Context: an optimization exercise on an open-source flow, tuned for small area, a short achievable clock period and few clock cycles per item. The choices shown serve that exercise and are no tape-out recipe. No run shown here included a check of the RTL's function; only the layout flow was run.

==> flow/design.v, too long to show whole: its modules and the start of the top module <==
// module SNN: 1688 lines
// module FA: 3 lines
// module ADD8: 3 lines
// module ADD8P1: 3 lines
module SNN(
	clk,
	rst_n,
	in_valid,
	img,
	ker,
	weight,
	out_valid,
	out_data
);
  // ...
==> flow/flow/run.sh <==
#!/bin/bash
set -o pipefail
cp standard.sh standard_sh.log
export BUFFER_PORTS_ARGS="-buffer_cell sky130_fd_sc_hd__buf_2"
bash standard.sh > standard.log 2>&1
==> flow/standard.sh <==
#!/bin/bash
# synth_recipe.tcl (not shown) runs the flow's synth.tcl, then flattens the netlist and writes it again
# the make line also repeats each setting of config.mk as NAME=value (left out here)
make -C /OpenROAD-flow-scripts/flow DESIGN_CONFIG=/design/flow/config.mk WORK_HOME=/design/flow/orfs CLKGATE_MAP_FILE= SYNTH_SCRIPT=/design/flow/synth_recipe.tcl "${@:-finish}"
==> flow/config.mk <==
export PLATFORM = sky130hd
export DESIGN_NAME = SNN
export DESIGN_NICKNAME = SNN
export VERILOG_FILES = /design/flow/design.v
export SDC_FILE = /design/flow/constraint.sdc
export NUM_CORES = 4
export LEC_CHECK = 0
export CAP_MARGIN = 40
export CORE_MARGIN = 2
export CORE_UTILIZATION = 40
export SLEW_MARGIN = 60
export SYNTH_HIERARCHICAL = 1
==> flow/constraint.sdc <==
create_clock -name core_clock -period 25.0 [get_ports {clk}]
set_input_delay 5.0000 -clock core_clock [delete_from_list [all_inputs] [get_ports {clk}]]
set_output_delay 5.0000 -clock core_clock [all_outputs]
set_load 0.01 [all_outputs]
==> run_results.csv, run 1 <==
group,metric,value,unit
synth,synth_area_per_cell,11.7,um^2
synth,yosys_warnings,7,
sta,maxSlewViolCount,0,
global_routing,grt_max_degree,48,
global_routing,grtUsageMet3,2.98,%
route,wl_met1,32700,um
cts,clockRootBuffer,"clkbuf_16",
global_routing,gr-usage-met2,32.9,%
final_layout,seq-cell-share,27.0,%
critical_path,critPathTopFamily,"flip-flops",
synth,async_flop_share,6.89,%
cts,cts_resized,0,
final_layout,buffer_area_share,0.653,%
final_layout,seq_cell_count,392,
synth,ys.flop_type,"dfxtp_1",
placed_design,dp_cells,3775,
synth,synth-xor-area-share,2.00,%
run_status,status,"timing/DRC/antenna clean",
synth,synthTopCellsByCount,"fa_1, nand2_1, inv_1",
final_layout,multi_input_area_share,60.9,%
min_path,min_to,"sr11[2]",
final_layout,n_all_buffers,42,
critical_path,reg2reg_slack,19230,ps
sta,final-hold-violation-count,0,
==> module ADD8P1, before the edit <==
module ADD8P1(input [7:0] a, input [7:0] b, output [7:0] y);
assign y = a + b + 8'd1;
endmodule
==> inputs of run 2 (changes only) <==
--- a/flow/design.v
+++ b/flow/design.v
@@ -17,58 +17,63 @@
 output reg out_valid;
 output reg [9:0] out_data;
 reg [6:0] cnt;
+reg iv1;
+always @(posedge clk or negedge rst_n) begin
+	if (!rst_n) iv1 <= 1'b0;
+	else iv1 <= in_valid;
+end
 always @(posedge clk or negedge rst_n) begin
 	if (!rst_n) cnt <= 7'd0;
-	else if (cnt == 7'd76) cnt <= 7'd0;
-	else if (in_valid || cnt != 7'd0) cnt <= cnt + 7'd1;
+	else if (cnt == 7'd75) cnt <= 7'd0;
+	else if (iv1 || cnt != 7'd0) cnt <= cnt + 7'd1;
 end
 reg d_en0, d_en1, d_first, fc_psel, fc_add, fc_rot, di_en, di_k, di_first, di_final;
 reg n_d_en0, n_d_en1, n_d_first, n_fc_psel, n_fc_add, n_fc_rot, n_di_en, n_di_k, n_di_first, n_di_final;
 always @(*) begin
 	{n_d_en0, n_d_en1, n_d_first, n_fc_psel, n_fc_add, n_fc_rot, n_di_en, n_di_k, n_di_first, n_di_final} = 10'd0;
 	case (cnt)
-		7'd15: {n_d_en0, n_d_en1, n_d_first, n_fc_psel, n_fc_add, n_fc_rot, n_di_en, n_di_k, n_di_first, n_di_final} = 10'b1010000000;
-		7'd16: {n_d_en0, n_d_en1, n_d_first, n_fc_psel, n_fc_add, n_fc_rot, n_di_en, n_di_k, n_di_first, n_di_final} = 10'b1000000000;
-		7'd17: {n_d_en0, n_d_en1, n_d_first, n_fc_psel, n_fc_add, n_fc_rot, n_di_en, n_di_k, n_di_first, n_di_final} = 10'b0110000000;
-		7'd18: {n_d_en0, n_d_en1, n_d_first, n_fc_psel, n_fc_add, n_fc_rot, n_di_en, n_di_k, n_di_first, n_di_final} = 10'b0100000000;
+		7'd14: {n_d_en0, n_d_en1, n_d_first, n_fc_psel, n_fc_add, n_fc_rot, n_di_en, n_di_k, n_di_first, n_di_final} = 10'b1010000000;
+		7'd15: {n_d_en0, n_d_en1, n_d_first, n_fc_psel, n_fc_add, n_fc_rot, n_di_en, n_di_k, n_di_first, n_di_final} = 10'b1000000000;
+		7'd16: {n_d_en0, n_d_en1, n_d_first, n_fc_psel, n_fc_add, n_fc_rot, n_di_en, n_di_k, n_di_first, n_di_final} = 10'b0110000000;
+		7'd17: {n_d_en0, n_d_en1, n_d_first, n_fc_psel, n_fc_add, n_fc_rot, n_di_en, n_di_k, n_di_first, n_di_final} = 10'b0100000000;
+		7'd20: {n_d_en0, n_d_en1, n_d_first, n_fc_psel, n_fc_add, n_fc_rot, n_di_en, n_di_k, n_di_first, n_di_final} = 10'b1000000000;
 		7'd21: {n_d_en0, n_d_en1, n_d_first, n_fc_psel, n_fc_add, n_fc_rot, n_di_en, n_di_k, n_di_first, n_di_final} = 10'b1000000000;
-		7'd22: {n_d_en0, n_d_en1, n_d_first, n_fc_psel, n_fc_add, n_fc_rot, n_di_en, n_di_k, n_di_first, n_di_final} = 10'b1000000000;
+		7'd22: {n_d_en0, n_d_en1, n_d_first, n_fc_psel, n_fc_add, n_fc_rot, n_di_en, n_di_k, n_di_first, n_di_final} = 10'b0100010000;
 		7'd23: {n_d_en0, n_d_en1, n_d_first, n_fc_psel, n_fc_add, n_fc_rot, n_di_en, n_di_k, n_di_first, n_di_final} = 10'b0100010000;
-		7'd24: {n_d_en0, n_d_en1, n_d_first, n_fc_psel, n_fc_add, n_fc_rot, n_di_en, n_di_k, n_di_first, n_di_final} = 10'b0100010000;
-		7'd25: {n_d_en0, n_d_en1, n_d_first, n_fc_psel, n_fc_add, n_fc_rot, n_di_en, n_di_k, n_di_first, n_di_final} = 10'b0001110000;
-		7'd26: {n_d_en0, n_d_en1, n_d_first, n_fc_psel, n_fc_add, n_fc_rot, n_di_en, n_di_k, n_di_first, n_di_final} = 10'b0001111010;
-		7'd27: {n_d_en0, n_d_en1, n_d_first, n_fc_psel, n_fc_add, n_fc_rot, n_di_en, n_di_k, n_di_first, n_di_final} = 10'b1010001000;
-		7'd28: {n_d_en0, n_d_en1, n_d_first, n_fc_psel, n_fc_add, n_fc_rot, n_di_en, n_di_k, n_di_first, n_di_final} = 10'b1000000000;
-		7'd29: {n_d_en0, n_d_en1, n_d_first, n_fc_psel, n_fc_add, n_fc_rot, n_di_en, n_di_k, n_di_first, n_di_final} = 10'b0110000000;
-		7'd30: {n_d_en0, n_d_en1, n_d_first, n_fc_psel, n_fc_add, n_fc_rot, n_di_en, n_di_k, n_di_first, n_di_final} = 10'b0100000000;
+		7'd24: {n_d_en0, n_d_en1, n_d_first, n_fc_psel, n_fc_add, n_fc_rot, n_di_en, n_di_k, n_di_first, n_di_final} = 10'b0001110000;
+		7'd25: {n_d_en0, n_d_en1, n_d_first, n_fc_psel, n_fc_add, n_fc_rot, n_di_en, n_di_k, n_di_first, n_di_final} = 10'b0001111010;
+		7'd26: {n_d_en0, n_d_en1, n_d_first, n_fc_psel, n_fc_add, n_fc_rot, n_di_en, n_di_k, n_di_first, n_di_final} = 10'b1010001000;
+		7'd27: {n_d_en0, n_d_en1, n_d_first, n_fc_psel, n_fc_add, n_fc_rot, n_di_en, n_di_k, n_di_first, n_di_final} = 10'b1000000000;
+		7'd28: {n_d_en0, n_d_en1, n_d_first, n_fc_psel, n_fc_add, n_fc_rot, n_di_en, n_di_k, n_di_first, n_di_final} = 10'b0110000000;
+		7'd29: {n_d_en0, n_d_en1, n_d_first, n_fc_psel, n_fc_add, n_fc_rot, n_di_en, n_di_k, n_di_first, n_di_final} = 10'b0100000000;
+		7'd32: {n_d_en0, n_d_en1, n_d_first, n_fc_psel, n_fc_add, n_fc_rot, n_di_en, n_di_k, n_di_first, n_di_final} = 10'b1000000000;
 		7'd33: {n_d_en0, n_d_en1, n_d_first, n_fc_psel, n_fc_add, n_fc_rot, n_di_en, n_di_k, n_di_first, n_di_final} = 10'b1000000000;
-		7'd34: {n_d_en0, n_d_en1, n_d_first, n_fc_psel, n_fc_add, n_fc_rot, n_di_en, n_di_k, n_di_first, n_di_final} = 10'b1000000000;
+		7'd34: {n_d_en0, n_d_en1, n_d_first, n_fc_psel, n_fc_add, n_fc_rot, n_di_en, n_di_k, n_di_first, n_di_final} = 10'b0100010000;
 		7'd35: {n_d_en0, n_d_en1, n_d_first, n_fc_psel, n_fc_add, n_fc_rot, n_di_en, n_di_k, n_di_first, n_di_final} = 10'b0100010000;
-		7'd36: {n_d_en0, n_d_en1, n_d_first, n_fc_psel, n_fc_add, n_fc_rot, n_di_en, n_di_k, n_di_first, n_di_final} = 10'b0100010000;
-		7'd37: {n_d_en0, n_d_en1, n_d_first, n_fc_psel, n_fc_add, n_fc_rot, n_di_en, n_di_k, n_di_first, n_di_final} = 10'b0001110000;
-		7'd38: {n_d_en0, n_d_en1, n_d_first, n_fc_psel, n_fc_add, n_fc_rot, n_di_en, n_di_k, n_di_first, n_di_final} = 10'b0001111000;
-		7'd39: {n_d_en0, n_d_en1, n_d_first, n_fc_psel, n_fc_add, n_fc_rot, n_di_en, n_di_k, n_di_first, n_di_final} = 10'b0000001000;
-		7'd51: {n_d_en0, n_d_en1, n_d_first, n_fc_psel, n_fc_add, n_fc_rot, n_di_en, n_di_k, n_di_first, n_di_final} = 10'b1010000000;
-		7'd52: {n_d_en0, n_d_en1, n_d_first, n_fc_psel, n_fc_add, n_fc_rot, n_di_en, n_di_k, n_di_first, n_di_final} = 10'b1000000000;
-		7'd53: {n_d_en0, n_d_en1, n_d_first, n_fc_psel, n_fc_add, n_fc_rot, n_di_en, n_di_k, n_di_first, n_di_final} = 10'b0110000000;
-		7'd54: {n_d_en0, n_d_en1, n_d_first, n_fc_psel, n_fc_add, n_fc_rot, n_di_en, n_di_k, n_di_first, n_di_final} = 10'b0100000000;
+		7'd36: {n_d_en0, n_d_en1, n_d_first, n_fc_psel, n_fc_add, n_fc_rot, n_di_en, n_di_k, n_di_first, n_di_final} = 10'b0001110000;
+		7'd37: {n_d_en0, n_d_en1, n_d_first, n_fc_psel, n_fc_add, n_fc_rot, n_di_en, n_di_k, n_di_first, n_di_final} = 10'b0001111000;
+		7'd38: {n_d_en0, n_d_en1, n_d_first, n_fc_psel, n_fc_add, n_fc_rot, n_di_en, n_di_k, n_di_first, n_di_final} = 10'b0000001000;
+		7'd50: {n_d_en0, n_d_en1, n_d_first, n_fc_psel, n_fc_add, n_fc_rot, n_di_en, n_di_k, n_di_first, n_di_final} = 10'b1010000000;
+		7'd51: {n_d_en0, n_d_en1, n_d_first, n_fc_psel, n_fc_add, n_fc_rot, n_di_en, n_di_k, n_di_first, n_di_final} = 10'b1000000000;
+		7'd52: {n_d_en0, n_d_en1, n_d_first, n_fc_psel, n_fc_add, n_fc_rot, n_di_en, n_di_k, n_di_first, n_di_final} = 10'b0110000000;
+		7'd53: {n_d_en0, n_d_en1, n_d_first, n_fc_psel, n_fc_add, n_fc_rot, n_di_en, n_di_k, n_di_first, n_di_final} = 10'b0100000000;
+		7'd56: {n_d_en0, n_d_en1, n_d_first, n_fc_psel, n_fc_add, n_fc_rot, n_di_en, n_di_k, n_di_first, n_di_final} = 10'b1000000000;
 		7'd57: {n_d_en0, n_d_en1, n_d_first, n_fc_psel, n_fc_add, n_fc_rot, n_di_en, n_di_k, n_di_first, n_di_final} = 10'b1000000000;
-		7'd58: {n_d_en0, n_d_en1, n_d_first, n_fc_psel, n_fc_add, n_fc_rot, n_di_en, n_di_k, n_di_first, n_di_final} = 10'b1000000000;
+		7'd58: {n_d_en0, n_d_en1, n_d_first, n_fc_psel, n_fc_add, n_fc_rot, n_di_en, n_di_k, n_di_first, n_di_final} = 10'b0100010000;
 		7'd59: {n_d_en0, n_d_en1, n_d_first, n_fc_psel, n_fc_add, n_fc_rot, n_di_en, n_di_k, n_di_first, n_di_final} = 10'b0100010000;
-		7'd60: {n_d_en0, n_d_en1, n_d_first, n_fc_psel, n_fc_add, n_fc_rot, n_di_en, n_di_k, n_di_first, n_di_final} = 10'b0100010000;
-		7'd61: {n_d_en0, n_d_en1, n_d_first, n_fc_psel, n_fc_add, n_fc_rot, n_di_en, n_di_k, n_di_first, n_di_final} = 10'b0001110000;
-		7'd62: {n_d_en0, n_d_en1, n_d_first, n_fc_psel, n_fc_add, n_fc_rot, n_di_en, n_di_k, n_di_first, n_di_final} = 10'b0001111110;
-		7'd63: {n_d_en0, n_d_en1, n_d_first, n_fc_psel, n_fc_add, n_fc_rot, n_di_en, n_di_k, n_di_first, n_di_final} = 10'b1010001100;
-		7'd64: {n_d_en0, n_d_en1, n_d_first, n_fc_psel, n_fc_add, n_fc_rot, n_di_en, n_di_k, n_di_first, n_di_final} = 10'b1000000000;
-		7'd65: {n_d_en0, n_d_en1, n_d_first, n_fc_psel, n_fc_add, n_fc_rot, n_di_en, n_di_k, n_di_first, n_di_final} = 10'b0110000000;
-		7'd66: {n_d_en0, n_d_en1, n_d_first, n_fc_psel, n_fc_add, n_fc_rot, n_di_en, n_di_k, n_di_first, n_di_final} = 10'b0100000000;
+		7'd60: {n_d_en0, n_d_en1, n_d_first, n_fc_psel, n_fc_add, n_fc_rot, n_di_en, n_di_k, n_di_first, n_di_final} = 10'b0001110000;
+		7'd61: {n_d_en0, n_d_en1, n_d_first, n_fc_psel, n_fc_add, n_fc_rot, n_di_en, n_di_k, n_di_first, n_di_final} = 10'b0001111110;
+		7'd62: {n_d_en0, n_d_en1, n_d_first, n_fc_psel, n_fc_add, n_fc_rot, n_di_en, n_di_k, n_di_first, n_di_final} = 10'b1010001100;
+		7'd63: {n_d_en0, n_d_en1, n_d_first, n_fc_psel, n_fc_add, n_fc_rot, n_di_en, n_di_k, n_di_first, n_di_final} = 10'b1000000000;
+		7'd64: {n_d_en0, n_d_en1, n_d_first, n_fc_psel, n_fc_add, n_fc_rot, n_di_en, n_di_k, n_di_first, n_di_final} = 10'b0110000000;
+		7'd65: {n_d_en0, n_d_en1, n_d_first, n_fc_psel, n_fc_add, n_fc_rot, n_di_en, n_di_k, n_di_first, n_di_final} = 10'b0100000000;
+		7'd68: {n_d_en0, n_d_en1, n_d_first, n_fc_psel, n_fc_add, n_fc_rot, n_di_en, n_di_k, n_di_first, n_di_final} = 10'b1000000000;
 		7'd69: {n_d_en0, n_d_en1, n_d_first, n_fc_psel, n_fc_add, n_fc_rot, n_di_en, n_di_k, n_di_first, n_di_final} = 10'b1000000000;
-		7'd70: {n_d_en0, n_d_en1, n_d_first, n_fc_psel, n_fc_add, n_fc_rot, n_di_en, n_di_k, n_di_first, n_di_final} = 10'b1000000000;
+		7'd70: {n_d_en0, n_d_en1, n_d_first, n_fc_psel, n_fc_add, n_fc_rot, n_di_en, n_di_k, n_di_first, n_di_final} = 10'b0100010000;
 		7'd71: {n_d_en0, n_d_en1, n_d_first, n_fc_psel, n_fc_add, n_fc_rot, n_di_en, n_di_k, n_di_first, n_di_final} = 10'b0100010000;
-		7'd72: {n_d_en0, n_d_en1, n_d_first, n_fc_psel, n_fc_add, n_fc_rot, n_di_en, n_di_k, n_di_first, n_di_final} = 10'b0100010000;
-		7'd73: {n_d_en0, n_d_en1, n_d_first, n_fc_psel, n_fc_add, n_fc_rot, n_di_en, n_di_k, n_di_first, n_di_final} = 10'b0001110000;
-		7'd74: {n_d_en0, n_d_en1, n_d_first, n_fc_psel, n_fc_add, n_fc_rot, n_di_en, n_di_k, n_di_first, n_di_final} = 10'b0001111100;
-		7'd75: {n_d_en0, n_d_en1, n_d_first, n_fc_psel, n_fc_add, n_fc_rot, n_di_en, n_di_k, n_di_first, n_di_final} = 10'b0000001101;
+		7'd72: {n_d_en0, n_d_en1, n_d_first, n_fc_psel, n_fc_add, n_fc_rot, n_di_en, n_di_k, n_di_first, n_di_final} = 10'b0001110000;
+		7'd73: {n_d_en0, n_d_en1, n_d_first, n_fc_psel, n_fc_add, n_fc_rot, n_di_en, n_di_k, n_di_first, n_di_final} = 10'b0001111100;
+		7'd74: {n_d_en0, n_d_en1, n_d_first, n_fc_psel, n_fc_add, n_fc_rot, n_di_en, n_di_k, n_di_first, n_di_final} = 10'b0000001101;
 		default: ;
 	endcase
 end
@@ -100,12 +105,12 @@
 reg [7:0] k0, k1, k2, k3, k4, k5, k6, k7, k8;
 reg [7:0] w0, w1, w2, w3;
 always @(posedge clk) begin
-	if (cnt < 7'd9) begin
+	if (cnt < 7'd8) begin
 		k0 <= k1; k1 <= k2; k2 <= k3; k3 <= k4; k4 <= k5;
 		k5 <= k6; k6 <= k7; k7 <= k8; k8 <= ker;
 	end
 end
-wire w_load = (cnt < 7'd4);
+wire w_load = (cnt < 7'd3);
 always @(posedge clk) begin
 	if (w_load || fc_rot) begin
 		w0 <= w1; w1 <= w2; w2 <= w3; w3 <= w_load ? weight : w0;
@@ -118,15 +123,15 @@
 	sr7 <= sr6; sr8 <= sr7; sr9 <= sr8; sr10 <= sr9; sr11 <= sr10; sr12 <= sr11; sr13 <= sr12;
 end
 reg [19:0] cs0, cs1;
-reg [7:0] q0, q1, q2, q3;
-wire [7:0] qsub = q3 & {8{di_k}};
-reg [9:0] acc_hi, acc_lo;
-reg acc_c;
+reg [7:0] q0_n, q1_n, q2_n, q3_n;    
+wire [7:0] qsub = ~q3_n & {8{di_k}};
+reg [9:0] acc_hi_n, acc_lo_n;    
+reg acc_c_n;
 reg [7:0] pm0, pm1;
-reg [16:0] x1, x2;
+reg [16:0] x1_n, x2_n;    
 wire [7:0] fc_p = fc_psel ? pm1 : pm0;
-wire [16:0] x2g = x2 & {17{fc_add}};
-wire [15:0] x1h = x1[16:1];
+wire [16:0] x2gc = x2_n | {17{~fc_add}};    
+wire [15:0] x1h_n = x1_n[16:1];
 wire n1, n2;
 FA u_n1 (.a(~(k0[0] & sr13[6])), .b(~(k0[1] & sr13[5])), .c(~(k0[2] & sr13[4])), .s(n1), .co(n2));
 wire n3, n4;
@@ -1263,92 +1268,92 @@
 FA u_n1131 (.a(cs0[16]), .b(cs1[16]), .c(n1098), .s(n1131), .co(n1132));
 wire n1133 = ~(cs0[17] ^ cs1[17]);
 wire n1134 = cs0[17] | cs1[17];
-wire [19:0] m2_r0 = ~{1'b1, n1134, n1133, n1131, n1129, n1127, n1125, n1123, n1121, n1119, n1117, n1115, n1113, n1111, n1109, n1107, n1105, n1103, n1101, n1099};
-wire [19:0] m2_r1 = ~{1'b1, 1'b1, n1132, n1130, n1128, n1126, n1124, n1122, n1120, n1118, n1116, n1114, n1112, n1110, n1108, n1106, n1104, n1102, n1100, cs1[0]};
-wire [10:0] m2_lo = m2_r0[9:0] + m2_r1[9:0];
-wire [9:0] m2_hi = m2_r0[19:10] + m2_r1[19:10];
-wire n1135 = ~(acc_hi[8]);
-wire n1136 = ~(acc_hi[7]);
-wire n1137 = ~(acc_hi[8]);
-wire n1138 = ~(acc_hi[9]);
-wire n1139 = ~(acc_hi[9]);
-wire n1140 = ~(~(acc_hi[9]));
-wire n1141 = ~(acc_hi[8]);
-wire n1142 = ~(~(acc_hi[8]));
-wire n1143 = ~(~(acc_hi[9]));
-wire n1144 = ~(~(acc_hi[7]));
-wire n1145 = ~(~(acc_hi[8]));
-wire n1146 = ~(~(acc_hi[9]));
-wire n1147 = ~(acc_hi[7]);
-wire n1148 = ~(acc_hi[8]);
-wire n1149 = ~(acc_hi[9]);
-wire n1150 = ~(~(acc_hi[8]));
-wire n1151 = ~(~(acc_hi[9]));
-wire n1152 = ~(~(acc_hi[9]));
-wire n1153 = ~(acc_hi[9] ^ acc_hi[6]);
-wire n1154 = acc_hi[9] | acc_hi[6];
-wire n1155 = ~(acc_hi[7] ^ ~(acc_hi[5]));
-wire n1156 = acc_hi[7] | ~(acc_hi[5]);
+wire [19:0] m2_c0 = {1'b1, n1134, n1133, n1131, n1129, n1127, n1125, n1123, n1121, n1119, n1117, n1115, n1113, n1111, n1109, n1107, n1105, n1103, n1101, n1099};
+wire [19:0] m2_c1 = {1'b1, 1'b1, n1132, n1130, n1128, n1126, n1124, n1122, n1120, n1118, n1116, n1114, n1112, n1110, n1108, n1106, n1104, n1102, n1100, cs1[0]};
+wire [10:0] m2_lo_n = {1'b0, m2_c0[9:0]} - {1'b1, ~m2_c1[9:0]};
+wire [9:0] m2_hi_n = m2_c0[19:10] - ~m2_c1[19:10];
+wire n1135 = ~(~(acc_hi_n[8]));
+wire n1136 = ~(~(acc_hi_n[7]));
+wire n1137 = ~(~(acc_hi_n[8]));
+wire n1138 = ~(~(acc_hi_n[9]));
+wire n1139 = ~(~(acc_hi_n[9]));
+wire n1140 = ~(acc_hi_n[9]);
+wire n1141 = ~(~(acc_hi_n[8]));
+wire n1142 = ~(acc_hi_n[8]);
+wire n1143 = ~(acc_hi_n[9]);
+wire n1144 = ~(acc_hi_n[7]);
+wire n1145 = ~(acc_hi_n[8]);
+wire n1146 = ~(acc_hi_n[9]);
+wire n1147 = ~(~(acc_hi_n[7]));
+wire n1148 = ~(~(acc_hi_n[8]));
+wire n1149 = ~(~(acc_hi_n[9]));
+wire n1150 = ~(acc_hi_n[8]);
+wire n1151 = ~(acc_hi_n[9]);
+wire n1152 = ~(acc_hi_n[9]);
+wire n1153 = ~(~(acc_hi_n[9]) ^ ~(acc_hi_n[6]));
+wire n1154 = ~(acc_hi_n[9]) | ~(acc_hi_n[6]);
+wire n1155 = ~(~(acc_hi_n[7]) ^ acc_hi_n[5]);
+wire n1156 = ~(acc_hi_n[7]) | acc_hi_n[5];
 wire n1157, n1158;
-FA u_n1157 (.a(acc_hi[7]), .b(acc_hi[4]), .c(acc_hi[2]), .s(n1157), .co(n1158));
+FA u_n1157 (.a(~(acc_hi_n[7])), .b(~(acc_hi_n[4])), .c(~(acc_hi_n[2])), .s(n1157), .co(n1158));
 wire n1159, n1160;
-FA u_n1159 (.a(acc_hi[5]), .b(acc_hi[3]), .c(~(acc_hi[1])), .s(n1159), .co(n1160));
-wire n1161 = ~(acc_lo[9] ^ ~(acc_lo[6]));
-wire n1162 = acc_lo[9] | ~(acc_lo[6]);
+FA u_n1159 (.a(~(acc_hi_n[5])), .b(~(acc_hi_n[3])), .c(acc_hi_n[1]), .s(n1159), .co(n1160));
+wire n1161 = ~(~(acc_lo_n[9]) ^ acc_lo_n[6]);
+wire n1162 = ~(acc_lo_n[9]) | acc_lo_n[6];
 wire n1163, n1164;
-FA u_n1163 (.a(n1153), .b(acc_hi[4]), .c(~(acc_hi[2])), .s(n1163), .co(n1164));
+FA u_n1163 (.a(n1153), .b(~(acc_hi_n[4])), .c(acc_hi_n[2]), .s(n1163), .co(n1164));
 wire n1165, n1166;
-FA u_n1165 (.a(acc_hi[0]), .b(acc_c), .c(~(acc_lo[7])), .s(n1165), .co(n1166));
-wire n1167 = ~(~(acc_lo[4]) ^ acc_lo[1]);
-wire n1168 = ~(acc_lo[4]) | acc_lo[1];
+FA u_n1165 (.a(~(acc_hi_n[0])), .b(~(acc_c_n)), .c(acc_lo_n[7]), .s(n1165), .co(n1166));
+wire n1167 = ~(acc_lo_n[4] ^ ~(acc_lo_n[1]));
+wire n1168 = acc_lo_n[4] | ~(acc_lo_n[1]);
 wire n1169, n1170;
-FA u_n1169 (.a(acc_hi[5]), .b(~(acc_hi[3])), .c(acc_hi[1]), .s(n1169), .co(n1170));
+FA u_n1169 (.a(~(acc_hi_n[5])), .b(acc_hi_n[3]), .c(~(acc_hi_n[1])), .s(n1169), .co(n1170));
 wire n1171, n1172;
-FA u_n1171 (.a(~(acc_lo[8])), .b(~(acc_lo[5])), .c(acc_lo[2]), .s(n1171), .co(n1172));
+FA u_n1171 (.a(acc_lo_n[8]), .b(acc_lo_n[5]), .c(~(acc_lo_n[2])), .s(n1171), .co(n1172));
 wire n1173 = ~(n1136 ^ n1154);
 wire n1174 = n1136 | n1154;
 wire n1175, n1176;
-FA u_n1175 (.a(acc_hi[6]), .b(~(acc_hi[4])), .c(acc_hi[2]), .s(n1175), .co(n1176));
+FA u_n1175 (.a(~(acc_hi_n[6])), .b(acc_hi_n[4]), .c(~(acc_hi_n[2])), .s(n1175), .co(n1176));
 wire n1177, n1178;
-FA u_n1177 (.a(~(acc_lo[9])), .b(~(acc_lo[6])), .c(acc_lo[3]), .s(n1177), .co(n1178));
+FA u_n1177 (.a(acc_lo_n[9]), .b(acc_lo_n[6]), .c(~(acc_lo_n[3])), .s(n1177), .co(n1178));
 wire n1179, n1180;
-FA u_n1179 (.a(~(acc_lo[0])), .b(acc_hi[7]), .c(n1137), .s(n1179), .co(n1180));
+FA u_n1179 (.a(acc_lo_n[0]), .b(~(acc_hi_n[7])), .c(n1137), .s(n1179), .co(n1180));
 wire n1181, n1182;
-FA u_n1181 (.a(n1155), .b(acc_hi[3]), .c(~(acc_hi[0])), .s(n1181), .co(n1182));
+FA u_n1181 (.a(n1155), .b(~(acc_hi_n[3])), .c(acc_hi_n[0]), .s(n1181), .co(n1182));
 wire n1183, n1184;
-FA u_n1183 (.a(~(acc_c)), .b(~(acc_lo[7])), .c(acc_lo[4]), .s(n1183), .co(n1184));
+FA u_n1183 (.a(acc_c_n), .b(acc_lo_n[7]), .c(~(acc_lo_n[4])), .s(n1183), .co(n1184));
 wire n1185, n1186;
-FA u_n1185 (.a(~(acc_lo[1])), .b(acc_hi[8]), .c(n1138), .s(n1185), .co(n1186));
+FA u_n1185 (.a(acc_lo_n[1]), .b(~(acc_hi_n[8])), .c(n1138), .s(n1185), .co(n1186));
 wire n1187, n1188;
-FA u_n1187 (.a(acc_hi[8]), .b(~(acc_hi[6])), .c(acc_hi[4]), .s(n1187), .co(n1188));
+FA u_n1187 (.a(~(acc_hi_n[8])), .b(acc_hi_n[6]), .c(~(acc_hi_n[4])), .s(n1187), .co(n1188));
 wire n1189, n1190;
-FA u_n1189 (.a(~(acc_hi[1])), .b(~(acc_lo[8])), .c(acc_lo[5]), .s(n1189), .co(n1190));
+FA u_n1189 (.a(acc_hi_n[1]), .b(acc_lo_n[8]), .c(~(acc_lo_n[5])), .s(n1189), .co(n1190));
 wire n1191, n1192;
-FA u_n1191 (.a(~(acc_lo[2])), .b(acc_hi[9]), .c(n1156), .s(n1191), .co(n1192));
+FA u_n1191 (.a(acc_lo_n[2]), .b(~(acc_hi_n[9])), .c(n1156), .s(n1191), .co(n1192));
 wire n1193, n1194;
-FA u_n1193 (.a(~(acc_hi[7])), .b(acc_hi[5]), .c(~(acc_hi[2])), .s(n1193), .co(n1194));
+FA u_n1193 (.a(acc_hi_n[7]), .b(~(acc_hi_n[5])), .c(acc_hi_n[2]), .s(n1193), .co(n1194));
 wire n1195, n1196;
-FA u_n1195 (.a(~(acc_lo[9])), .b(acc_lo[6]), .c(~(acc_lo[3])), .s(n1195), .co(n1196));
+FA u_n1195 (.a(acc_lo_n[9]), .b(~(acc_lo_n[6])), .c(acc_lo_n[3]), .s(n1195), .co(n1196));
 wire n1197, n1198;
-FA u_n1197 (.a(~(acc_hi[8])), .b(acc_hi[6]), .c(~(acc_hi[3])), .s(n1197), .co(n1198));
+FA u_n1197 (.a(acc_hi_n[8]), .b(~(acc_hi_n[6])), .c(acc_hi_n[3]), .s(n1197), .co(n1198));
 wire n1199, n1200;
-FA u_n1199 (.a(~(acc_hi[0])), .b(~(acc_c)), .c(acc_lo[7]), .s(n1199), .co(n1200));
+FA u_n1199 (.a(acc_hi_n[0]), .b(acc_c_n), .c(~(acc_lo_n[7])), .s(n1199), .co(n1200));
 wire n1201, n1202;
-FA u_n1201 (.a(acc_hi[7]), .b(~(acc_hi[4])), .c(~(acc_hi[1])), .s(n1201), .co(n1202));
-wire n1203 = ~(~(acc_hi[5]) ^ ~(acc_hi[2]));
-wire n1204 = ~(acc_hi[5]) | ~(acc_hi[2]);
+FA u_n1201 (.a(~(acc_hi_n[7])), .b(acc_hi_n[4]), .c(acc_hi_n[1]), .s(n1201), .co(n1202));
+wire n1203 = ~(acc_hi_n[5] ^ acc_hi_n[2]);
+wire n1204 = acc_hi_n[5] | acc_hi_n[2];
 wire n1205, n1206;
-FA u_n1205 (.a(acc_hi[9]), .b(~(acc_hi[6])), .c(~(acc_hi[3])), .s(n1205), .co(n1206));
+FA u_n1205 (.a(~(acc_hi_n[9])), .b(acc_hi_n[6]), .c(acc_hi_n[3]), .s(n1205), .co(n1206));
 wire n1207, n1208;
-FA u_n1207 (.a(n1157), .b(~(acc_hi[0])), .c(~(acc_c)), .s(n1207), .co(n1208));
+FA u_n1207 (.a(n1157), .b(acc_hi_n[0]), .c(acc_c_n), .s(n1207), .co(n1208));
 wire n1209, n1210;
-FA u_n1209 (.a(n1159), .b(n1161), .c(~(acc_lo[3])), .s(n1209), .co(n1210));
-wire n1211 = ~(acc_lo[0] ^ n1135);
-wire n1212 = acc_lo[0] | n1135;
+FA u_n1209 (.a(n1159), .b(n1161), .c(acc_lo_n[3]), .s(n1209), .co(n1210));
+wire n1211 = ~(~(acc_lo_n[0]) ^ n1135);
+wire n1212 = ~(acc_lo_n[0]) | n1135;
 wire n1213, n1214;
 FA u_n1213 (.a(n1163), .b(n1165), .c(n1167), .s(n1213), .co(n1214));
 wire n1215, n1216;
-FA u_n1215 (.a(acc_hi[8]), .b(n1160), .c(n1162), .s(n1215), .co(n1216));
+FA u_n1215 (.a(~(acc_hi_n[8])), .b(n1160), .c(n1162), .s(n1215), .co(n1216));
 wire n1217, n1218;
 FA u_n1217 (.a(n1169), .b(n1171), .c(n1173), .s(n1217), .co(n1218));
 wire n1219, n1220;
@@ -1370,39 +1375,39 @@
 wire n1235, n1236;
 FA u_n1235 (.a(n1188), .b(n1190), .c(n1192), .s(n1235), .co(n1236));
 wire n1237, n1238;
-FA u_n1237 (.a(n1197), .b(n1199), .c(~(acc_lo[4])), .s(n1237), .co(n1238));
+FA u_n1237 (.a(n1197), .b(n1199), .c(acc_lo_n[4]), .s(n1237), .co(n1238));
 wire n1239, n1240;
-FA u_n1239 (.a(acc_hi[9]), .b(n1194), .c(n1196), .s(n1239), .co(n1240));
+FA u_n1239 (.a(~(acc_hi_n[9])), .b(n1194), .c(n1196), .s(n1239), .co(n1240));
 wire n1241, n1242;
-FA u_n1241 (.a(n1201), .b(acc_lo[8]), .c(~(acc_lo[5])), .s(n1241), .co(n1242));
+FA u_n1241 (.a(n1201), .b(~(acc_lo_n[8])), .c(acc_lo_n[5]), .s(n1241), .co(n1242));
 wire n1243, n1244;
 FA u_n1243 (.a(n1140), .b(n1198), .c(n1200), .s(n1243), .co(n1244));
 wire n1245, n1246;
-FA u_n1245 (.a(n1203), .b(acc_lo[9]), .c(~(acc_lo[6])), .s(n1245), .co(n1246));
+FA u_n1245 (.a(n1203), .b(~(acc_lo_n[9])), .c(acc_lo_n[6]), .s(n1245), .co(n1246));
 wire n1247, n1248;
-FA u_n1247 (.a(~(acc_hi[9])), .b(n1141), .c(n1202), .s(n1247), .co(n1248));
+FA u_n1247 (.a(acc_hi_n[9]), .b(n1141), .c(n1202), .s(n1247), .co(n1248));
 wire n1249, n1250;
-FA u_n1249 (.a(n1205), .b(acc_hi[0]), .c(acc_c), .s(n1249), .co(n1250));
+FA u_n1249 (.a(n1205), .b(~(acc_hi_n[0])), .c(~(acc_c_n)), .s(n1249), .co(n1250));
 wire n1251, n1252;
-FA u_n1251 (.a(~(acc_lo[7])), .b(acc_hi[8]), .c(n1204), .s(n1251), .co(n1252));
+FA u_n1251 (.a(acc_lo_n[7]), .b(~(acc_hi_n[8])), .c(n1204), .s(n1251), .co(n1252));
 wire n1253, n1254;
-FA u_n1253 (.a(~(acc_hi[7])), .b(~(acc_hi[4])), .c(acc_hi[1]), .s(n1253), .co(n1254));
-wire n1255 = ~(~(acc_lo[8]) ^ n1206);
-wire n1256 = ~(acc_lo[8]) | n1206;
+FA u_n1253 (.a(acc_hi_n[7]), .b(acc_hi_n[4]), .c(~(acc_hi_n[1])), .s(n1253), .co(n1254));
+wire n1255 = ~(acc_lo_n[8] ^ n1206);
+wire n1256 = acc_lo_n[8] | n1206;
 wire n1257, n1258;
-FA u_n1257 (.a(~(acc_hi[5])), .b(acc_hi[2]), .c(~(acc_lo[9])), .s(n1257), .co(n1258));
+FA u_n1257 (.a(acc_hi_n[5]), .b(~(acc_hi_n[2])), .c(acc_lo_n[9]), .s(n1257), .co(n1258));
 wire n1259, n1260;
-FA u_n1259 (.a(~(acc_hi[6])), .b(acc_hi[3]), .c(~(acc_hi[0])), .s(n1259), .co(n1260));
-wire n1261 = ~(~(acc_c) ^ ~(acc_hi[8]));
-wire n1262 = ~(acc_c) | ~(acc_hi[8]);
+FA u_n1259 (.a(acc_hi_n[6]), .b(~(acc_hi_n[3])), .c(acc_hi_n[0]), .s(n1259), .co(n1260));
+wire n1261 = ~(acc_c_n ^ acc_hi_n[8]);
+wire n1262 = acc_c_n | acc_hi_n[8];
 wire n1263, n1264;
-FA u_n1263 (.a(acc_hi[4]), .b(~(acc_hi[1])), .c(~(acc_hi[9])), .s(n1263), .co(n1264));
-wire n1265 = ~(acc_hi[5] ^ ~(acc_hi[2]));
-wire n1266 = acc_hi[5] | ~(acc_hi[2]);
-wire n1267 = ~(acc_hi[6] ^ ~(acc_hi[3]));
-wire n1268 = acc_hi[6] | ~(acc_hi[3]);
-wire n1269 = ~(n1207 ^ acc_lo[8]);
-wire n1270 = n1207 | acc_lo[8];
+FA u_n1263 (.a(~(acc_hi_n[4])), .b(acc_hi_n[1]), .c(acc_hi_n[9]), .s(n1263), .co(n1264));
+wire n1265 = ~(~(acc_hi_n[5]) ^ acc_hi_n[2]);
+wire n1266 = ~(acc_hi_n[5]) | acc_hi_n[2];
+wire n1267 = ~(~(acc_hi_n[6]) ^ acc_hi_n[3]);
+wire n1268 = ~(acc_hi_n[6]) | acc_hi_n[3];
+wire n1269 = ~(n1207 ^ ~(acc_lo_n[8]));
+wire n1270 = n1207 | ~(acc_lo_n[8]);
 wire n1271, n1272;
 FA u_n1271 (.a(n1209), .b(n1211), .c(n1158), .s(n1271), .co(n1272));
 wire n1273, n1274;
@@ -1434,17 +1439,17 @@
 wire n1299, n1300;
 FA u_n1299 (.a(n1263), .b(n1144), .c(n1260), .s(n1299), .co(n1300));
 wire n1301, n1302;
-FA u_n1301 (.a(n1265), .b(~(acc_hi[7])), .c(n1145), .s(n1301), .co(n1302));
+FA u_n1301 (.a(n1265), .b(acc_hi_n[7]), .c(n1145), .s(n1301), .co(n1302));
 wire n1303, n1304;
-FA u_n1303 (.a(n1267), .b(~(acc_hi[8])), .c(n1146), .s(n1303), .co(n1304));
+FA u_n1303 (.a(n1267), .b(acc_hi_n[8]), .c(n1146), .s(n1303), .co(n1304));
 wire n1305, n1306;
-FA u_n1305 (.a(~(acc_hi[4])), .b(~(acc_hi[9])), .c(n1147), .s(n1305), .co(n1306));
-wire n1307 = ~(~(acc_hi[5]) ^ acc_hi[7]);
-wire n1308 = ~(acc_hi[5]) | acc_hi[7];
-wire n1309 = ~(~(acc_hi[6]) ^ acc_hi[8]);
-wire n1310 = ~(acc_hi[6]) | acc_hi[8];
-wire n1311 = ~(n1269 ^ ~(acc_lo[5]));
-wire n1312 = n1269 | ~(acc_lo[5]);
+FA u_n1305 (.a(acc_hi_n[4]), .b(acc_hi_n[9]), .c(n1147), .s(n1305), .co(n1306));
+wire n1307 = ~(acc_hi_n[5] ^ ~(acc_hi_n[7]));
+wire n1308 = acc_hi_n[5] | ~(acc_hi_n[7]);
+wire n1309 = ~(acc_hi_n[6] ^ ~(acc_hi_n[8]));
+wire n1310 = acc_hi_n[6] | ~(acc_hi_n[8]);
+wire n1311 = ~(n1269 ^ acc_lo_n[5]);
+wire n1312 = n1269 | acc_lo_n[5];
 wire n1313, n1314;
 FA u_n1313 (.a(n1271), .b(n1208), .c(n1270), .s(n1313), .co(n1314));
 wire n1315, n1316;
@@ -1486,11 +1491,11 @@
 wire n1351, n1352;
 FA u_n1351 (.a(n1309), .b(n1149), .c(n1308), .s(n1351), .co(n1352));
 wire n1353, n1354;
-FA u_n1353 (.a(~(acc_hi[7])), .b(acc_hi[9]), .c(n1310), .s(n1353), .co(n1354));
-wire [24:0] dv_r0 = ~{n1152, ~(acc_hi[8]), n1150, n1353, n1351, n1349, n1347, n1345, n1343, n1341, n1339, n1337, n1335, n1333, n1331, n1329, n1327, n1325, n1323, n1321, n1319, n1317, n1315, n1313, n1311};
-wire [24:0] dv_r1 = ~{1'b1, n1151, n1354, n1352, n1350, n1348, n1346, n1344, n1342, n1340, n1338, n1336, n1334, n1332, n1330, n1328, n1326, n1324, n1322, n1320, n1318, n1316, n1314, n1312, ~(acc_lo[2])};
-wire [15:0] dv_lo = dv_r0[14:0] + dv_r1[14:0];
-wire dv_c = dv_lo[15];
+FA u_n1353 (.a(acc_hi_n[7]), .b(~(acc_hi_n[9])), .c(n1310), .s(n1353), .co(n1354));
+wire [24:0] dv_r0 = {n1152, acc_hi_n[8], n1150, n1353, n1351, n1349, n1347, n1345, n1343, n1341, n1339, n1337, n1335, n1333, n1331, n1329, n1327, n1325, n1323, n1321, n1319, n1317, n1315, n1313, n1311};
+wire [24:0] dv_r1 = {1'b1, n1151, n1354, n1352, n1350, n1348, n1346, n1344, n1342, n1340, n1338, n1336, n1334, n1332, n1330, n1328, n1326, n1324, n1322, n1320, n1318, n1316, n1314, n1312, acc_lo_n[2]};
+wire [15:0] dv_lo_n = {1'b0, dv_r0[14:0]} - {1'b1, ~dv_r1[14:0]};
+wire dv_c = ~dv_lo_n[15];
 wire [9:0] dv_h0 = dv_r0[24:15];
 wire [9:0] dv_h1 = dv_r1[24:15];
 wire n1355 = ~(~(fc_p[0] & w0[5]) ^ ~(fc_p[1] & w0[4]));
@@ -1509,8 +1514,8 @@
 FA u_n1367 (.a(~(fc_p[1] & w0[7])), .b(~(fc_p[2] & w0[6])), .c(~(fc_p[3] & w0[5])), .s(n1367), .co(n1368));
 wire n1369, n1370;
 FA u_n1369 (.a(~(fc_p[4] & w0[4])), .b(~(fc_p[5] & w0[3])), .c(~(fc_p[6] & w0[2])), .s(n1369), .co(n1370));
-wire n1371 = ~(~(fc_p[7] & w0[1]) ^ ~(x2g[8]));
-wire n1372 = ~(fc_p[7] & w0[1]) | ~(x2g[8]);
+wire n1371 = ~(~(fc_p[7] & w0[1]) ^ x2gc[8]);
+wire n1372 = ~(fc_p[7] & w0[1]) | x2gc[8];
 wire n1373, n1374;
 FA u_n1373 (.a(~(fc_p[2] & w0[7])), .b(~(fc_p[3] & w0[6])), .c(~(fc_p[4] & w0[5])), .s(n1373), .co(n1374));
 wire n1375, n1376;
@@ -1526,31 +1531,31 @@
 wire n1385, n1386;
 FA u_n1385 (.a(n1355), .b(~(fc_p[2] & w0[3])), .c(~(fc_p[3] & w0[2])), .s(n1385), .co(n1386));
 wire n1387, n1388;
-FA u_n1387 (.a(~(fc_p[4] & w0[1])), .b(~(fc_p[5] & w0[0])), .c(~(x2g[5])), .s(n1387), .co(n1388));
+FA u_n1387 (.a(~(fc_p[4] & w0[1])), .b(~(fc_p[5] & w0[0])), .c(x2gc[5]), .s(n1387), .co(n1388));
 wire n1389, n1390;
 FA u_n1389 (.a(n1357), .b(n1359), .c(~(fc_p[5] & w0[1])), .s(n1389), .co(n1390));
 wire n1391, n1392;
-FA u_n1391 (.a(~(fc_p[6] & w0[0])), .b(~(x2g[6])), .c(n1356), .s(n1391), .co(n1392));
+FA u_n1391 (.a(~(fc_p[6] & w0[0])), .b(x2gc[6]), .c(n1356), .s(n1391), .co(n1392));
 wire n1393, n1394;
 FA u_n1393 (.a(n1361), .b(n1363), .c(n1365), .s(n1393), .co(n1394));
 wire n1395, n1396;
-FA u_n1395 (.a(~(x2g[7])), .b(n1358), .c(n1360), .s(n1395), .co(n1396));
+FA u_n1395 (.a(x2gc[7]), .b(n1358), .c(n1360), .s(n1395), .co(n1396));
 wire n1397, n1398;
 FA u_n1397 (.a(n1367), .b(n1369), .c(n1371), .s(n1397), .co(n1398));
 wire n1399, n1400;
 FA u_n1399 (.a(n1362), .b(n1364), .c(n1366), .s(n1399), .co(n1400));
 wire n1401, n1402;
-FA u_n1401 (.a(n1373), .b(n1375), .c(~(x2g[9])), .s(n1401), .co(n1402));
+FA u_n1401 (.a(n1373), .b(n1375), .c(x2gc[9]), .s(n1401), .co(n1402));
 wire n1403, n1404;
 FA u_n1403 (.a(n1368), .b(n1370), .c(n1372), .s(n1403), .co(n1404));
 wire n1405, n1406;
 FA u_n1405 (.a(n1377), .b(~(fc_p[6] & w0[4])), .c(~(fc_p[7] & w0[3])), .s(n1405), .co(n1406));
 wire n1407, n1408;
-FA u_n1407 (.a(~(x2g[10])), .b(n1374), .c(n1376), .s(n1407), .co(n1408));
+FA u_n1407 (.a(x2gc[10]), .b(n1374), .c(n1376), .s(n1407), .co(n1408));
 wire n1409, n1410;
 FA u_n1409 (.a(~(fc_p[4] & w0[7])), .b(~(fc_p[5] & w0[6])), .c(~(fc_p[6] & w0[5])), .s(n1409), .co(n1410));
 wire n1411, n1412;
-FA u_n1411 (.a(~(fc_p[7] & w0[4])), .b(~(x2g[11])), .c(n1378), .s(n1411), .co(n1412));
+FA u_n1411 (.a(~(fc_p[7] & w0[4])), .b(x2gc[11]), .c(n1378), .s(n1411), .co(n1412));
 wire n1413, n1414;
 FA u_n1413 (.a(~(fc_p[5] & w0[7])), .b(~(fc_p[6] & w0[6])), .c(~(fc_p[7] & w0[5])), .s(n1413), .co(n1414));
 wire n1415 = ~(~(fc_p[0] & w0[2]) ^ ~(fc_p[1] & w0[1]));
@@ -1558,7 +1563,7 @@
 wire n1417, n1418;
 FA u_n1417 (.a(n1379), .b(~(fc_p[2] & w0[1])), .c(~(fc_p[3] & w0[0])), .s(n1417), .co(n1418));
 wire n1419, n1420;
-FA u_n1419 (.a(n1381), .b(n1383), .c(~(x2g[4])), .s(n1419), .co(n1420));
+FA u_n1419 (.a(n1381), .b(n1383), .c(x2gc[4]), .s(n1419), .co(n1420));
 wire n1421, n1422;
 FA u_n1421 (.a(n1385), .b(n1387), .c(n1382), .s(n1421), .co(n1422));
 wire n1423, n1424;
@@ -1574,15 +1579,15 @@
 wire n1433, n1434;
 FA u_n1433 (.a(n1409), .b(n1411), .c(n1406), .s(n1433), .co(n1434));
 wire n1435, n1436;
-FA u_n1435 (.a(n1413), .b(~(x2g[12])), .c(n1410), .s(n1435), .co(n1436));
+FA u_n1435 (.a(n1413), .b(x2gc[12]), .c(n1410), .s(n1435), .co(n1436));
 wire n1437, n1438;
-FA u_n1437 (.a(~(fc_p[6] & w0[7])), .b(~(fc_p[7] & w0[6])), .c(~(x2g[13])), .s(n1437), .co(n1438));
+FA u_n1437 (.a(~(fc_p[6] & w0[7])), .b(~(fc_p[7] & w0[6])), .c(x2gc[13]), .s(n1437), .co(n1438));
 wire n1439 = ~(~(fc_p[0] & w0[1]) ^ ~(fc_p[1] & w0[0]));
 wire n1440 = ~(fc_p[0] & w0[1]) | ~(fc_p[1] & w0[0]);
 wire n1441, n1442;
-FA u_n1441 (.a(n1415), .b(~(fc_p[2] & w0[0])), .c(~(x2g[2])), .s(n1441), .co(n1442));
+FA u_n1441 (.a(n1415), .b(~(fc_p[2] & w0[0])), .c(x2gc[2]), .s(n1441), .co(n1442));
 wire n1443, n1444;
-FA u_n1443 (.a(n1417), .b(~(x2g[3])), .c(n1416), .s(n1443), .co(n1444));
+FA u_n1443 (.a(n1417), .b(x2gc[3]), .c(n1416), .s(n1443), .co(n1444));
 wire n1445, n1446;
 FA u_n1445 (.a(n1419), .b(n1380), .c(n1418), .s(n1445), .co(n1446));
 wire n1447, n1448;
@@ -1604,75 +1609,86 @@
 wire n1463, n1464;
 FA u_n1463 (.a(n1437), .b(n1414), .c(n1436), .s(n1463), .co(n1464));
 wire n1465, n1466;
-FA u_n1465 (.a(~(fc_p[7] & w0[7])), .b(~(x2g[14])), .c(n1438), .s(n1465), .co(n1466));
-wire [16:0] fc_sum_r0 = ~{~(x2g[16]), ~(x2g[15]), n1465, n1463, n1461, n1459, n1457, n1455, n1453, n1451, n1449, n1447, n1445, n1443, n1441, n1439, ~(fc_p[0] & w0[0])};
-wire [16:0] fc_sum_r1 = ~{1'b1, n1466, n1464, n1462, n1460, n1458, n1456, n1454, n1452, n1450, n1448, n1446, n1444, n1442, n1440, ~(x2g[1]), ~(x2g[0])};
-wire [16:0] fc_sum = fc_sum_r0 + fc_sum_r1;
-wire n1467 = ~(~(x1h[8]));
-wire n1468 = ~(~(x1h[8]));
-wire n1469 = ~(~(x1h[9]) ^ ~(x1h[1]));
-wire n1470 = ~(x1h[9]) | ~(x1h[1]);
-wire n1471 = ~(~(x1h[10]) ^ ~(x1h[2]));
-wire n1472 = ~(x1h[10]) | ~(x1h[2]);
-wire n1473 = ~(~(x1h[11]) ^ ~(x1h[3]));
-wire n1474 = ~(x1h[11]) | ~(x1h[3]);
-wire n1475 = ~(~(x1h[12]) ^ ~(x1h[4]));
-wire n1476 = ~(x1h[12]) | ~(x1h[4]);
-wire n1477 = ~(~(x1h[13]) ^ ~(x1h[5]));
-wire n1478 = ~(x1h[13]) | ~(x1h[5]);
-wire n1479 = ~(~(x1h[14]) ^ ~(x1h[6]));
-wire n1480 = ~(x1h[14]) | ~(x1h[6]);
-wire n1481 = ~(~(x1h[15]) ^ ~(x1h[7]));
-wire n1482 = ~(x1h[15]) | ~(x1h[7]);
+FA u_n1465 (.a(~(fc_p[7] & w0[7])), .b(x2gc[14]), .c(n1438), .s(n1465), .co(n1466));
+wire [16:0] fc_c0 = {x2gc[16], x2gc[15], n1465, n1463, n1461, n1459, n1457, n1455, n1453, n1451, n1449, n1447, n1445, n1443, n1441, n1439, ~(fc_p[0] & w0[0])};
+wire [16:0] fc_c1 = {1'b1, n1466, n1464, n1462, n1460, n1458, n1456, n1454, n1452, n1450, n1448, n1446, n1444, n1442, n1440, x2gc[1], x2gc[0]};
+wire [16:0] fc_sum_n = fc_c0 - ~fc_c1;
+wire n1467 = ~(x1h_n[8]);
+wire n1468 = ~(x1h_n[8]);
+wire n1469 = ~(x1h_n[9] ^ x1h_n[1]);
+wire n1470 = x1h_n[9] | x1h_n[1];
+wire n1471 = ~(x1h_n[10] ^ x1h_n[2]);
+wire n1472 = x1h_n[10] | x1h_n[2];
+wire n1473 = ~(x1h_n[11] ^ x1h_n[3]);
+wire n1474 = x1h_n[11] | x1h_n[3];
+wire n1475 = ~(x1h_n[12] ^ x1h_n[4]);
+wire n1476 = x1h_n[12] | x1h_n[4];
+wire n1477 = ~(x1h_n[13] ^ x1h_n[5]);
+wire n1478 = x1h_n[13] | x1h_n[5];
+wire n1479 = ~(x1h_n[14] ^ x1h_n[6]);
+wire n1480 = x1h_n[14] | x1h_n[6];
+wire n1481 = ~(x1h_n[15] ^ x1h_n[7]);
+wire n1482 = x1h_n[15] | x1h_n[7];
 wire n1483 = ~(qsub[0] ^ n1468);
 wire n1484 = qsub[0] | n1468;
 wire n1485, n1486;
-FA u_n1485 (.a(~(x1h[9])), .b(qsub[1]), .c(~(x1h[8])), .s(n1485), .co(n1486));
-wire n1487 = ~(~(x1h[10]) ^ qsub[2]);
-wire n1488 = ~(x1h[10]) | qsub[2];
-wire n1489 = ~(~(x1h[11]) ^ qsub[3]);
-wire n1490 = ~(x1h[11]) | qsub[3];
-wire n1491 = ~(~(x1h[12]) ^ qsub[4]);
-wire n1492 = ~(x1h[12]) | qsub[4];
-wire n1493 = ~(~(x1h[13]) ^ qsub[5]);
-wire n1494 = ~(x1h[13]) | qsub[5];
-wire n1495 = ~(~(x1h[14]) ^ qsub[6]);
-wire n1496 = ~(x1h[14]) | qsub[6];
-wire n1497 = ~(~(x1h[15]) ^ qsub[7]);
-wire n1498 = ~(x1h[15]) | qsub[7];
-wire [16:0] vdiff_full_r0 = ~{1'b0, n1497, n1495, n1493, n1491, n1489, n1487, n1485, n1483, n1481, n1479, n1477, n1475, n1473, n1471, n1469, ~(x1h[0])};
-wire [16:0] vdiff_full_r1 = ~{n1498, n1496, n1494, n1492, n1490, n1488, n1486, n1484, n1482, n1480, n1478, n1476, n1474, n1472, n1470, ~(x1h[8]), n1467};
-wire [16:0] vdiff_full = vdiff_full_r0 + vdiff_full_r1;
-wire [8:0] vdiff = vdiff_full[16:8];
+FA u_n1485 (.a(x1h_n[9]), .b(qsub[1]), .c(x1h_n[8]), .s(n1485), .co(n1486));
+wire n1487 = ~(x1h_n[10] ^ qsub[2]);
+wire n1488 = x1h_n[10] | qsub[2];
+wire n1489 = ~(x1h_n[11] ^ qsub[3]);
+wire n1490 = x1h_n[11] | qsub[3];
+wire n1491 = ~(x1h_n[12] ^ qsub[4]);
+wire n1492 = x1h_n[12] | qsub[4];
+wire n1493 = ~(x1h_n[13] ^ qsub[5]);
+wire n1494 = x1h_n[13] | qsub[5];
+wire n1495 = ~(x1h_n[14] ^ qsub[6]);
+wire n1496 = x1h_n[14] | qsub[6];
+wire n1497 = ~(x1h_n[15] ^ qsub[7]);
+wire n1498 = x1h_n[15] | qsub[7];
+wire [16:0] vdiff_c0 = {1'b0, n1497, n1495, n1493, n1491, n1489, n1487, n1485, n1483, n1481, n1479, n1477, n1475, n1473, n1471, n1469, x1h_n[0]};
+wire [16:0] vdiff_c1 = {n1498, n1496, n1494, n1492, n1490, n1488, n1486, n1484, n1482, n1480, n1478, n1476, n1474, n1472, n1470, x1h_n[8], n1467};
+wire [16:0] vdiff_full_n = vdiff_c0 - ~vdiff_c1;
+wire [8:0] vdiff_n = vdiff_full_n[16:8];
 always @(posedge clk) begin
 	cs0 <= m1_r0;
 	cs1 <= m1_r1;
-	acc_hi <= m2_hi;
-	acc_lo <= m2_lo[9:0];
-	acc_c <= m2_lo[10];
+	acc_hi_n <= m2_hi_n;
+	acc_lo_n <= m2_lo_n[9:0];
+	acc_c_n <= m2_lo_n[10];
 end
-wire [7:0] fqa, fqb;
-ADD8 u_fqa (.a(dv_h0[7:0]), .b(dv_h1[7:0]), .y(fqa));
-ADD8P1 u_fqb (.a(dv_h0[7:0]), .b(dv_h1[7:0]), .y(fqb));
-wire [7:0] fq = dv_c ? fqb : fqa;
+wire [7:0] fqa_n, fqb_n;
+ADD8P1 u_fqa (.a(dv_h0[7:0]), .b(dv_h1[7:0]), .y(fqa_n));
+ADD8 u_fqb (.a(dv_h0[7:0]), .b(dv_h1[7:0]), .y(fqb_n));
+wire [7:0] fq = ~(dv_c ? fqb_n : fqa_n);
 wire [7:0] pms = d_en1 ? pm1 : pm0;
-wire [9:0] cmp0 = dv_h0 + dv_h1 + {2'b11, ~pms};
-wire [9:0] cmp1 = dv_h0 + dv_h1 + {2'b11, ~pms} + 10'd1;
-wire fgt = dv_c ? ~cmp1[9] : ~cmp0[9];
+wire [9:0] cmp_s, cmp_c;
+genvar gi;
+generate for (gi = 0; gi < 10; gi = gi + 1) begin : g_cmp
+	if (gi < 8) begin : g_fa
+		FA u_fa (.a(dv_h0[gi]), .b(dv_h1[gi]), .c(pms[gi]), .s(cmp_s[gi]), .co(cmp_c[gi]));
+	end else begin : g_ha
+		assign cmp_s[gi] = dv_h0[gi] ^ dv_h1[gi];
+		assign cmp_c[gi] = dv_h0[gi] & dv_h1[gi];
+	end
+end endgenerate
+wire cmp1, cmp2;
+SGN1 u_cmp1 (.a(cmp_s), .b({cmp_c[8:0], 1'b0}), .y(cmp1));
+SGN2 u_cmp2 (.a(cmp_s), .b({cmp_c[8:0], 1'b0}), .y(cmp2));
+wire fgt = dv_c ? cmp1 : cmp2;
 always @(posedge clk) begin
 	if (d_en0 && (d_first || fgt)) pm0 <= fq;
 	if (d_en1 && (d_first || fgt)) pm1 <= fq;
 end
 always @(posedge clk) begin
-	x1 <= fc_sum;
-	x2 <= x1;
+	x1_n <= fc_sum_n;
+	x2_n <= x1_n;
 end
 reg [9:0] d;
-wire vneg = vdiff[8];
-wire [9:0] dsum = (di_first ? 10'd0 : d) + {2'b00, vdiff[7:0] ^ {8{vneg}}} + {9'd0, vneg};
+wire vneg = ~vdiff_n[8];
+wire [9:0] dsum = (di_first ? 10'd0 : d) + {2'b00, vdiff_n[7:0] ^ {8{vdiff_n[8]}}} + {9'd0, vneg};
 always @(posedge clk) begin
 	if (di_en) begin
-		q0 <= vdiff[7:0]; q1 <= q0; q2 <= q1; q3 <= q2;
+		q0_n <= vdiff_n[7:0]; q1_n <= q0_n; q2_n <= q1_n; q3_n <= q2_n;
 		d <= dsum;
 	end
 end
@@ -1693,5 +1709,13 @@
 assign y = a + b;
 endmodule
 module ADD8P1(input [7:0] a, input [7:0] b, output [7:0] y);
-assign y = a + b + 8'd1;
+assign y = a - ~b;
+endmodule
+module SGN1(input [9:0] a, input [9:0] b, output y);
+wire [9:0] t = a - ~b;
+assign y = t[9];
+endmodule
+module SGN2(input [9:0] a, input [9:0] b, output y);
+wire [9:0] t = a + b + 10'd2;
+assign y = t[9];
 endmodule
==> run 2 against run 1 <==
Compared with the run above:
- sequential share of layout area fell by 0.074 points
- die area rose by 0.60%
- core utilization rose by 0.071 points
- still clean
- critical endpoint is now out_data[3]
==> run_results.csv, run 2 <==
group,metric,value,unit
critical_path,cp_data_arrival_time,1080,ps
route,routed_wl,80000,um
cts,cts_tree,"done",
critical_path,endpoint_kind,"output port",
sta,tns,0,ps
synth,async_flop_share,7.12,%
critical_path,critPathKind,"reg2out",
global_routing,grt_first_pass_wirelength,128000,um
cts,clockRootBuffer,"clkbuf_16",
synth,synth_edf_count,162,
critical_path,cp.required,20000,ps
placed_design,postPlaceCellArea,34200,um^2
synth,yosysMostFrequentCell,"fa_1",
critical_path,cpMaxStageDelayCell,"dfrtp_1",
final_layout,top_regs,"cs0: 18 flops, cs1: 18 flops",
synth,yosysTopAreaCell,"fa_1",
route,wl_per_cell,20.7,um
sta,min_period_over_period,24.3,%
critical_path,critPathTopFamily,"flip-flops",
final_layout,most-common-layout-cells,"fa_1, nand2_1, inv_1, dfxtp_1, ha_1",
critical_path,crit_path_max_incr_delay,360,ps
global_routing,grt_max_degree,43,
synth,synthTopCellsByArea,"fa_1, edfxtp_1, dfxtp_1",
sta,final-hold-violation-count,0,
sta,fin_crit,6080,ps
critical_path,cp_cell_sequence,"buf_2",
final_layout,stdcell_area,35800,um^2
placed_design,dpl.hpwl,64700,um
cts,numCtsBuffers,46,
cts,clock_latency,600,ps
global_routing,antenna_found_initial,2,
synth,ys_seq_elements,393,
final_layout,fillCellCount,7583,
synth,yosys_warnings,7,
die,chipWidth,292,um
sta,worst_slack,18920,ps
route,num_vias,20200,
synth,synth_area_per_cell,11.8,um^2
die,pin_count,38,
min_path,hold_path.class,"reg2reg",
synth,seq_area_frac_synth,29.1,%
global_routing,grt_pass1_vias,22800,
placed_design,post-place-ws,19180,ps
critical_path,cp_num_buf_inv,1,
sta,tightest_slew,585,ps
route,vias_per_cell,5.22,
final_layout,ff_latch_area,9640,um^2
critical_path,cp-start-kind,"register",
synth,synth_cell_types,72,
cts,clkTransAtPathRegs,60,ps
route,drtIter0Drc,1400,
synth,synthDominantCellAreaShare,41.6,%
final_layout,synthToLayoutAreaGrowth,8.17,%
sta,rsz0062_at_grt,"no",
global_routing,grt_usage,19.4,%
cts,clock_sinks,393,
final_layout,antenna_cells,0,
route,drc,0,
route,ant_nets,0,
global_routing,gr-total-overflow,0,
sta,maxSlewViolCount,0,
final_layout,nNetsFinal,3654,
placed_design,port_buffers,37,
sta,setup_viol,0,
flow_run,maxCapViolCount,0,
final_layout,multi_input_area,22100,um^2
die,core_area,82000,um^2
sta,max_slew_margin,60.9,%
synth,synthTopCellsByCount,"fa_1, nand2_1, inv_1",
synth,ys.flop_type,"dfxtp_1",
sta,fmaxAchievable,0.165,GHz
cts,clockBufferDepth,3,
die,die_y,292,um
run_status,status,"timing/DRC/antenna clean",
cts,post_cts_buffers,0,
synth,synthCells,2811,
placed_design,gp_congestion,0.895,
final_layout,final_common_cell,"fa_1",
critical_path,cp_max_fo,1,
cts,hold_buffers,0,
final_layout,drive_above_1_share,6.90,%
cts,htreeDepth,2,
die,start_util,40.4,%
synth,synth_area,33100,um^2
sta,fin_skew,30.9,ps
cts,cts_resized,0,
die,rows,105,
die,dieArea,85100,um^2
route,drt_pass1_iterations,6,
run 2: kinds of logic after synthesis:
group | synth area share (%)
compound gates | 3.89
xor+xnor | 1.58
fa+ha+maj | 48.4
buf+inv | 4.34
flops | 29.1
mux | 1.25
other cells | 0.0113
simple gates | 11.4
run 2: final cells by class:
type	instances	share of cell area, %
flip-flops and latches	393	26.9
well taps	1070	3.74
clock buffers	62	3.82
inverters	234	2.45
repair buffers	47	0.723
multi-input cells	2037	61.7
clock inverters	24	0.604
run 2: worst paths after layout:
path	to	start	cells past startpoint	slack [ps]
max	out_data[3]	out_data[3]	1	18920
min	sr11[4]	sr10[4]	0	320
max reg2reg	acc_hi_n[8]	sr1[7]	19	19130
min reg2reg	sr11[4]	sr10[4]	0	320
max in group asynchronous	cnt[5]	rst_n	1	20330
min in group asynchronous	out_data[6]	rst_n	1	4350
run 2: metrics by stage:
step	cells	hold slack (ps)	utilization, %
6_report	3867	320	43.7
5_1_grt	3867	324	43.7
4_1_cts	3867	321	43.7
3_5_place_dp	3781	312	41.7
3_3_place_gp	3776	310	41.6
2_1_floorplan	2812	310	-
run 2: metal layers:
layer | track usage, % | share of wire (%) | routed length [um]
met5 | 0 | 0 | 0
met2 | 33.5 | 51 | 40800
met4 | 6.93 | 3.7 | 2960
met1 | 24.7 | 39 | 31400
met3 | 3.22 | 6.0 | 4810
run 2: Yosys stat by module, one instance, submodules excluded:
module | copies in the design | flops+latches | cell area, um^2 | cells inside
SNN | 1 | 393 | 18300 | 1989
SGN1 | 1 | 0 | 189 | 21
ADD8P1 | 1 | 0 | 332 | 47
SGN2 | 1 | 0 | 309 | 30
FA | 682 | 0 | 20.0 | 1
ADD8 | 1 | 0 | 332 | 42

==> port drivers added, routing unchanged <==
In the flow no input, the clock included, has a driving cell. The finished layouts below were timed again as built, in two steps.
Step 1 sets driving cells, clkbuf_16 on the clock port and buf_2 on the other inputs (assumed; they add their load-dependent delay and slew).
Step 2, shift: input delay + t, output delay - t, t = (earliest + latest rising clock arrival at the registers) / 2. This alone moves slack from input paths to output paths.
a / b / c = no drivers / after step 1 / after step 2; a / b = the first two.
run	t, ns	slack for setup (ns)	worst register clock-pin slew, ns
run 1	0.637	18.894 / 18.835 / 19.218	0.07 / 0.07
run 2	0.641	18.923 / 18.863 / 19.135	0.08 / 0.08
After both steps setup and hold are still met in every run listed.
